What follows belongs to an exercise in optimizing a design on an open flow for small area and a short achievable clock period; a production flow would make more cautious choices. RTL that was checked went through simulation tests only; none was proved equivalent to the original. Power and IR drop assume default switching activity.

==> inputs of fjord <==
// DSP48A1_simplified
module DSP48A1_simplified (P, A, B, D, C, clk, rst_n);
  parameter OPERATION = "ADD";
  input [17:0] A, B, D;
  input [47:0] C;
  input clk, rst_n;
  output reg [47:0] P;
  reg [18:0] S;
  always @(posedge clk) S <= D + B;
  reg [9:0] BN, B1, B2;   
  reg [17:0] A_r;
  wire [21:0] sx = {2'b00, S, 1'b0};
  wire [2:0] bw0 = sx[2:0];
  wire [2:0] bw1 = sx[4:2];
  wire [2:0] bw2 = sx[6:4];
  wire [2:0] bw3 = sx[8:6];
  wire [2:0] bw4 = sx[10:8];
  wire [2:0] bw5 = sx[12:10];
  wire [2:0] bw6 = sx[14:12];
  wire [2:0] bw7 = sx[16:14];
  wire [2:0] bw8 = sx[18:16];
  wire [2:0] bw9 = sx[20:18];
  always @(posedge clk) begin
    A_r <= A;
    BN[0] <= rst_n & bw0[2] & ~(bw0[1] & bw0[0]);
    BN[1] <= rst_n & bw1[2] & ~(bw1[1] & bw1[0]);
    BN[2] <= rst_n & bw2[2] & ~(bw2[1] & bw2[0]);
    BN[3] <= rst_n & bw3[2] & ~(bw3[1] & bw3[0]);
    BN[4] <= rst_n & bw4[2] & ~(bw4[1] & bw4[0]);
    BN[5] <= rst_n & bw5[2] & ~(bw5[1] & bw5[0]);
    BN[6] <= rst_n & bw6[2] & ~(bw6[1] & bw6[0]);
    BN[7] <= rst_n & bw7[2] & ~(bw7[1] & bw7[0]);
    BN[8] <= rst_n & bw8[2] & ~(bw8[1] & bw8[0]);
    BN[9] <= rst_n & bw9[2] & ~(bw9[1] & bw9[0]);
    B1[0] <= rst_n & (bw0[1] ^ bw0[0]);
    B1[1] <= rst_n & (bw1[1] ^ bw1[0]);
    B1[2] <= rst_n & (bw2[1] ^ bw2[0]);
    B1[3] <= rst_n & (bw3[1] ^ bw3[0]);
    B1[4] <= rst_n & (bw4[1] ^ bw4[0]);
    B1[5] <= rst_n & (bw5[1] ^ bw5[0]);
    B1[6] <= rst_n & (bw6[1] ^ bw6[0]);
    B1[7] <= rst_n & (bw7[1] ^ bw7[0]);
    B1[8] <= rst_n & (bw8[1] ^ bw8[0]);
    B1[9] <= rst_n & (bw9[1] ^ bw9[0]);
    B2[0] <= rst_n & ((bw0[2] & ~bw0[1] & ~bw0[0]) | (~bw0[2] & bw0[1] & bw0[0]));
  ...
clock: 6.5 ns
lec_check: 0
cap_margin: 20
core_margin: 2
core_utilization: 40
setup_slack_margin: 3.6
slew_margin: 20
synth_hierarchical: 1
tns_end_percent: 0
standard.sh (not shown) runs the stock make flow with config.mk's settings and CLKGATE_MAP_FILE= SYNTH_SCRIPT=/design/flow/synth_recipe.tcl, a recipe that flattens the netlist after the stock synthesis.
==> flow/flow/run.sh <==
#!/bin/bash
# The standard layout (standard.sh: the standard synthesis, then ORFS to the
# routed layout), with two changes made through ORFS's own variables:
#  - the port buffers are plain buf_1 cells instead of the delay-cell buffers
#    that port buffering picks by default (every port still gets its own buffer);
#  - clock tree synthesis uses clkbuf_8 buffers with sink clusters of at most
#    14 flip-flops (80 um across) and no dummy loads, instead of clkbuf_16 leaves.
# All make/tool output goes to standard.log in this folder.
set -uo pipefail
export BUFFER_PORTS_ARGS="-buffer_cell sky130_fd_sc_hd__buf_1"
export CTS_ARGS="-sink_clustering_enable -repair_clock_nets -dont_use_dummy_load -buf_list sky130_fd_sc_hd__clkbuf_8 -sink_clustering_size 14 -sink_clustering_max_diameter 80"
bash standard.sh > standard.log 2>&1
==> willow (differences from fjord) <==
==> flow/flow/run.sh (replaced) <==
#!/bin/bash
set -uo pipefail
export BUFFER_PORTS_ARGS="-buffer_cell sky130_fd_sc_hd__buf_1"
export CTS_ARGS="-sink_clustering_enable -repair_clock_nets -dont_use_dummy_load -buf_list sky130_fd_sc_hd__clkbuf_8 -sink_clustering_size 14 -sink_clustering_max_diameter 80"
bash standard.sh > standard.log 2>&1
--- a/flow/config.mk
+++ b/flow/config.mk
@@ -9,6 +9,6 @@
 export CORE_MARGIN = 2
 export CORE_UTILIZATION = 40
-export SETUP_SLACK_MARGIN = 3.6
+export SETUP_SLACK_MARGIN = 3.5
 export SLEW_MARGIN = 20
 export SYNTH_HIERARCHICAL = 1
-export TNS_END_PERCENT = 0
+export TNS_END_PERCENT = 10
==> quartz (differences from fjord) <==
==> flow/run.sh (new file) <==
#!/bin/bash
# synth_recipe.tcl (not shown) runs the flow's synth.tcl, then flattens the netlist and writes it again
# the make line also repeats each setting of config.mk as NAME=value (left out here)
make -C /OpenROAD-flow-scripts/flow DESIGN_CONFIG=/design/flow/config.mk WORK_HOME=/design/flow/orfs CLKGATE_MAP_FILE= SYNTH_SCRIPT=/design/flow/synth_recipe.tcl finish
--- a/flow/config.mk
+++ b/flow/config.mk
@@ -6,9 +6,9 @@
 export NUM_CORES = 4
 export LEC_CHECK = 0
+export ABC_AREA = 1
 export CAP_MARGIN = 20
 export CORE_MARGIN = 2
 export CORE_UTILIZATION = 40
-export SETUP_SLACK_MARGIN = 3.6
+export SETUP_SLACK_MARGIN = 3.5
 export SLEW_MARGIN = 20
 export SYNTH_HIERARCHICAL = 1
-export TNS_END_PERCENT = 0
removed: flow/flow/run.sh
removed: flow/standard.sh
==> summary.txt <==
Result of the run: fjord timing/DRC/antenna clean; quartz timing/DRC/antenna clean; willow timing/DRC/antenna clean
Fin worst setup slack: fjord 3340 ps; quartz 3220 ps; willow 3390 ps
Cell count after placement: fjord 2094; quartz 2486; willow 2095
1st-iter DRT viols: fjord 649; quartz 1253; willow 752
CP Data Arrival Time: fjord 3650 ps; quartz 3760 ps; willow 3600 ps
Post-detail-place hpwl: fjord 27900 microns; quartz 30400 microns; willow 28000 microns
Relative area of non-clock buffer cells in the final design: fjord 0.0406; quartz 0.122; willow 0.0650
Max Fclk: fjord 317 MHz; quartz 305 MHz; willow 322 MHz
WHS: fjord 426 ps; quartz 417 ps; willow 423 ps
Via count: fjord 11.1k; quartz 13.7k; willow 11.4k
Switching Share: fjord 0.429; quartz 0.439; willow 0.429
Simple-Gate Fraction of Synth Area: fjord 0.0947; quartz 0.140; willow 0.0947
Placement Rows: fjord 73; quartz 74; willow 73
Number of post-CTS setup repair buffers: fjord 7; quartz 63; willow 50
M1 GR Usage: fjord 0.255; quartz 0.278; willow 0.273
Non-CTS inverters: fjord 51; quartz 266; willow 51

---

==> run a <==
Another version of the RTL of DSP48A1_simplified (not shown whole).
clock: 6.5 ns
lec_check: 0
cap_margin: 20
core_margin: 2
core_utilization: 40
setup_slack_margin: 3.4
slew_margin: 20
synth_hierarchical: 1
tns_end_percent: 0
==> flow/flow/run.sh <==
#!/bin/bash
# The standard layout (standard.sh: the standard synthesis, then ORFS to the
# routed layout), with two changes made through ORFS's own variables:
#  - the port buffers are plain buf_1 cells instead of the delay-cell buffers
#    that port buffering picks by default (every port still gets its own buffer);
#  - clock tree synthesis uses clkbuf_8 buffers with sink clusters of at most
#    14 flip-flops (80 um across) and no dummy loads, instead of clkbuf_16 leaves.
# All make/tool output goes to standard.log in this folder.
set -uo pipefail
export BUFFER_PORTS_ARGS="-buffer_cell sky130_fd_sc_hd__buf_1"
export CTS_ARGS="-sink_clustering_enable -repair_clock_nets -dont_use_dummy_load -buf_list sky130_fd_sc_hd__clkbuf_8 -sink_clustering_size 14 -sink_clustering_max_diameter 80"
bash standard.sh > standard.log 2>&1
==> run b (differences from run a) <==
--- a/flow/config.mk
+++ b/flow/config.mk
@@ -9,6 +9,6 @@
 export CORE_MARGIN = 2
 export CORE_UTILIZATION = 40
-export SETUP_SLACK_MARGIN = 3.4
+export SETUP_SLACK_MARGIN = 3.3
 export SLEW_MARGIN = 20
 export SYNTH_HIERARCHICAL = 1
-export TNS_END_PERCENT = 0
+export TNS_END_PERCENT = 10
==> qor summary <==
quantity                                                                run b                    run a
Status                                                complete, no violations  complete, no violations
Clock network power share                                               0.082                    0.083
Resized Gates After CTS                                                    46                       51
Utilization after layout                                                0.441                    0.440
Worst Skew                                                          0.0299 ns                0.0551 ns
Number of buffers inserted to repair setup after CTS                        0                        5
Layout clock area frac                                                 0.0158                   0.0158
Total sequential power                                                2.14 mW                  2.13 mW
Power of the combinational group                                      5.85 mW                  5.72 mW
1st-pass router iterations                                                  6                        5
Net load switching power                                              3.79 mW                  3.75 mW
Tightest slew margin relative to the limit                              0.365                    0.375
Maximum achievable frequency                                        0.315 GHz                0.314 GHz
Detailed Route WL                                                     40.8 mm                  40.5 mm
Via count of the first global-routing pass                              11.5k                    11.5k
Final net count                                                          2017                     2019
No functional check of the RTL was part of any run of this note.

---

==> 11-11: inputs <==
Another version of the RTL of DSP48A1_simplified (not shown whole).
export LEC_CHECK = 0
export CAP_MARGIN = 20
export CORE_MARGIN = 2
export CORE_UTILIZATION = 40
export SETUP_SLACK_MARGIN = 3.5
export SLEW_MARGIN = 20
export SYNTH_HIERARCHICAL = 1
export TNS_END_PERCENT = 10
create_clock -name core_clock -period 6.5 [get_ports {clk}]
==> flow/flow/run.sh <==
#!/bin/bash
# The standard layout (standard.sh: standard synthesis, then ORFS to the
# routed layout), with one change: the port buffers are plain buf_2 cells
# instead of the delay-cell buffers that port buffering picks by default.
# Every port still gets its own buffer. All make/tool output goes to
# standard.log in this folder.
set -uo pipefail
export BUFFER_PORTS_ARGS="-buffer_cell sky130_fd_sc_hd__buf_2"
bash standard.sh > standard.log 2>&1
==> inputs of 12-03, as changes to 11-11 <==
==> flow/flow/run.sh (replaced) <==
#!/bin/bash
set -uo pipefail
export BUFFER_PORTS_ARGS="-buffer_cell sky130_fd_sc_hd__buf_1"
export CTS_ARGS="-sink_clustering_enable -repair_clock_nets -dont_use_dummy_load -buf_list sky130_fd_sc_hd__clkbuf_8 -sink_clustering_size 14 -sink_clustering_max_diameter 80"
bash standard.sh > standard.log 2>&1
Settings changed: SETUP_SLACK_MARGIN 3.5 to 3.3.
==> inputs of 09-26, as changes to 11-11 <==
==> flow/flow/run.sh (replaced) <==
#!/bin/bash
set -uo pipefail
export BUFFER_PORTS_ARGS="-buffer_cell sky130_fd_sc_hd__buf_1"
export CTS_ARGS="-sink_clustering_enable -repair_clock_nets -dont_use_dummy_load -buf_list sky130_fd_sc_hd__clkbuf_8 -sink_clustering_size 14 -sink_clustering_max_diameter 80"
bash standard.sh > standard.log 2>&1
==> summary.txt <==
item                                                          11-11                     12-03                     09-26
Outcome                                    timing/DRC/antenna clean  timing/DRC/antenna clean  timing/DRC/antenna clean
Peak supply drop                                           0.249 mV                  0.174 mV                  0.175 mV
GR met1 Demand/Resource                                       26.9%                     26.6%                     27.3%
Area occupied by registers                                 4800 um2                  4750 um2                  4800 um2
Post-detailed-placement half-perimeter wirelength           29.5 mm                   29.0 mm                   29.4 mm
Final clock period utilization by the worst path              48.6%                     49.4%                     48.5%
Net switching power of the design                           3.98 mW                   3.84 mW                   3.82 mW
Ratio of total power to cell area                        514 nW/um2                495 nW/um2                482 nW/um2
R2R cell count                                                   12                        11                         9
Sequential fraction of design power                           22.2%                     25.1%                     24.8%
Area grow syn2layout                                          19.9%                     11.2%                     14.4%
Leading cell type in the layout, fill and taps excluded           -  sky130_fd_sc_hd__dfxtp_1  sky130_fd_sc_hd__xnor2_1
Dpl cell area                                             17300 um2                 17100 um2                 17100 um2
Critical Path Start                                           R2_14                     R2_14                     R0_28
Data arrival, critical path                                 3.64 ns                   3.73 ns                   3.67 ns
Clock skew                                               0.00840 ns                 0.0405 ns                 0.0317 ns
Total internal power                                        5.94 mW                   5.03 mW                   5.07 mW
Met3 layer wire length in the routed design                 3.41 mm                   3.40 mm                   3.42 mm
Worst slew pin tran                                        0.995 ns                  0.968 ns                  0.898 ns
Sequential Power                                            2.20 mW                   2.22 mW                   2.20 mW
Highest Signal Layer                                           met5                      met5                      met4
Worst Path Max Fanout                                            11                         5                         6
Crit path depth                                                  12                        11                         9
Leakage power                                               7.97 nW                   6.98 nW                   7.20 nW
Non-filler cells in the finished layout                        2203                      2155                      2178
Pre-Repair DR Iteration Count                                     5                         7                         8
Total of fill cells in the finished design                     3611                      3785                      3746

[what the ideal ports hide]
Ports are ideal in the flow. The routed layouts listed here were re-timed in OpenROAD. Step 1 assumes that a clkbuf_16 drives the clock port and a buf_2 every other input. Step 2 adds t to the input delays and takes it off the output delays; t is the mean of the earliest and latest rising clock arrival at the registers after step 1. Input paths then give back, and output paths get back, about the clock's delay inside the block. Slacks: ideal ports / drivers / drivers and shift; pairs: ideal ports / drivers.
run	t, ns	slack for setup (ns)	worst setup path after step 2	latest minus earliest clock arrival (ns)
fjord	0.576	3.341 / 3.341 / 2.844	input to register	0.037 / 0.037
willow	0.595	3.390 / 3.390 / 3.050	input to register	0.026 / 0.027
quartz	0.583	3.225 / 3.225 / 2.816	input to register	0.022 / 0.022
run a	0.578	3.314 / 3.314 / 2.821	input to register	0.055 / 0.055
run b	0.594	3.327 / 3.327 / 2.850	input to register	0.030 / 0.030
11-11	0.596	3.339 / 3.339 / 2.803	input to register	0.009 / 0.008
12-03	0.598	3.291 / 3.291 / 2.847	input to register	0.040 / 0.040
09-26	0.607	3.349 / 3.349 / 2.839	input to register	0.032 / 0.032
After both steps every run listed still meets setup and hold. For 11-11, which loses most, drivers alone change the setup slack by 0.000 ns; drivers and shift together by -0.536 ns.
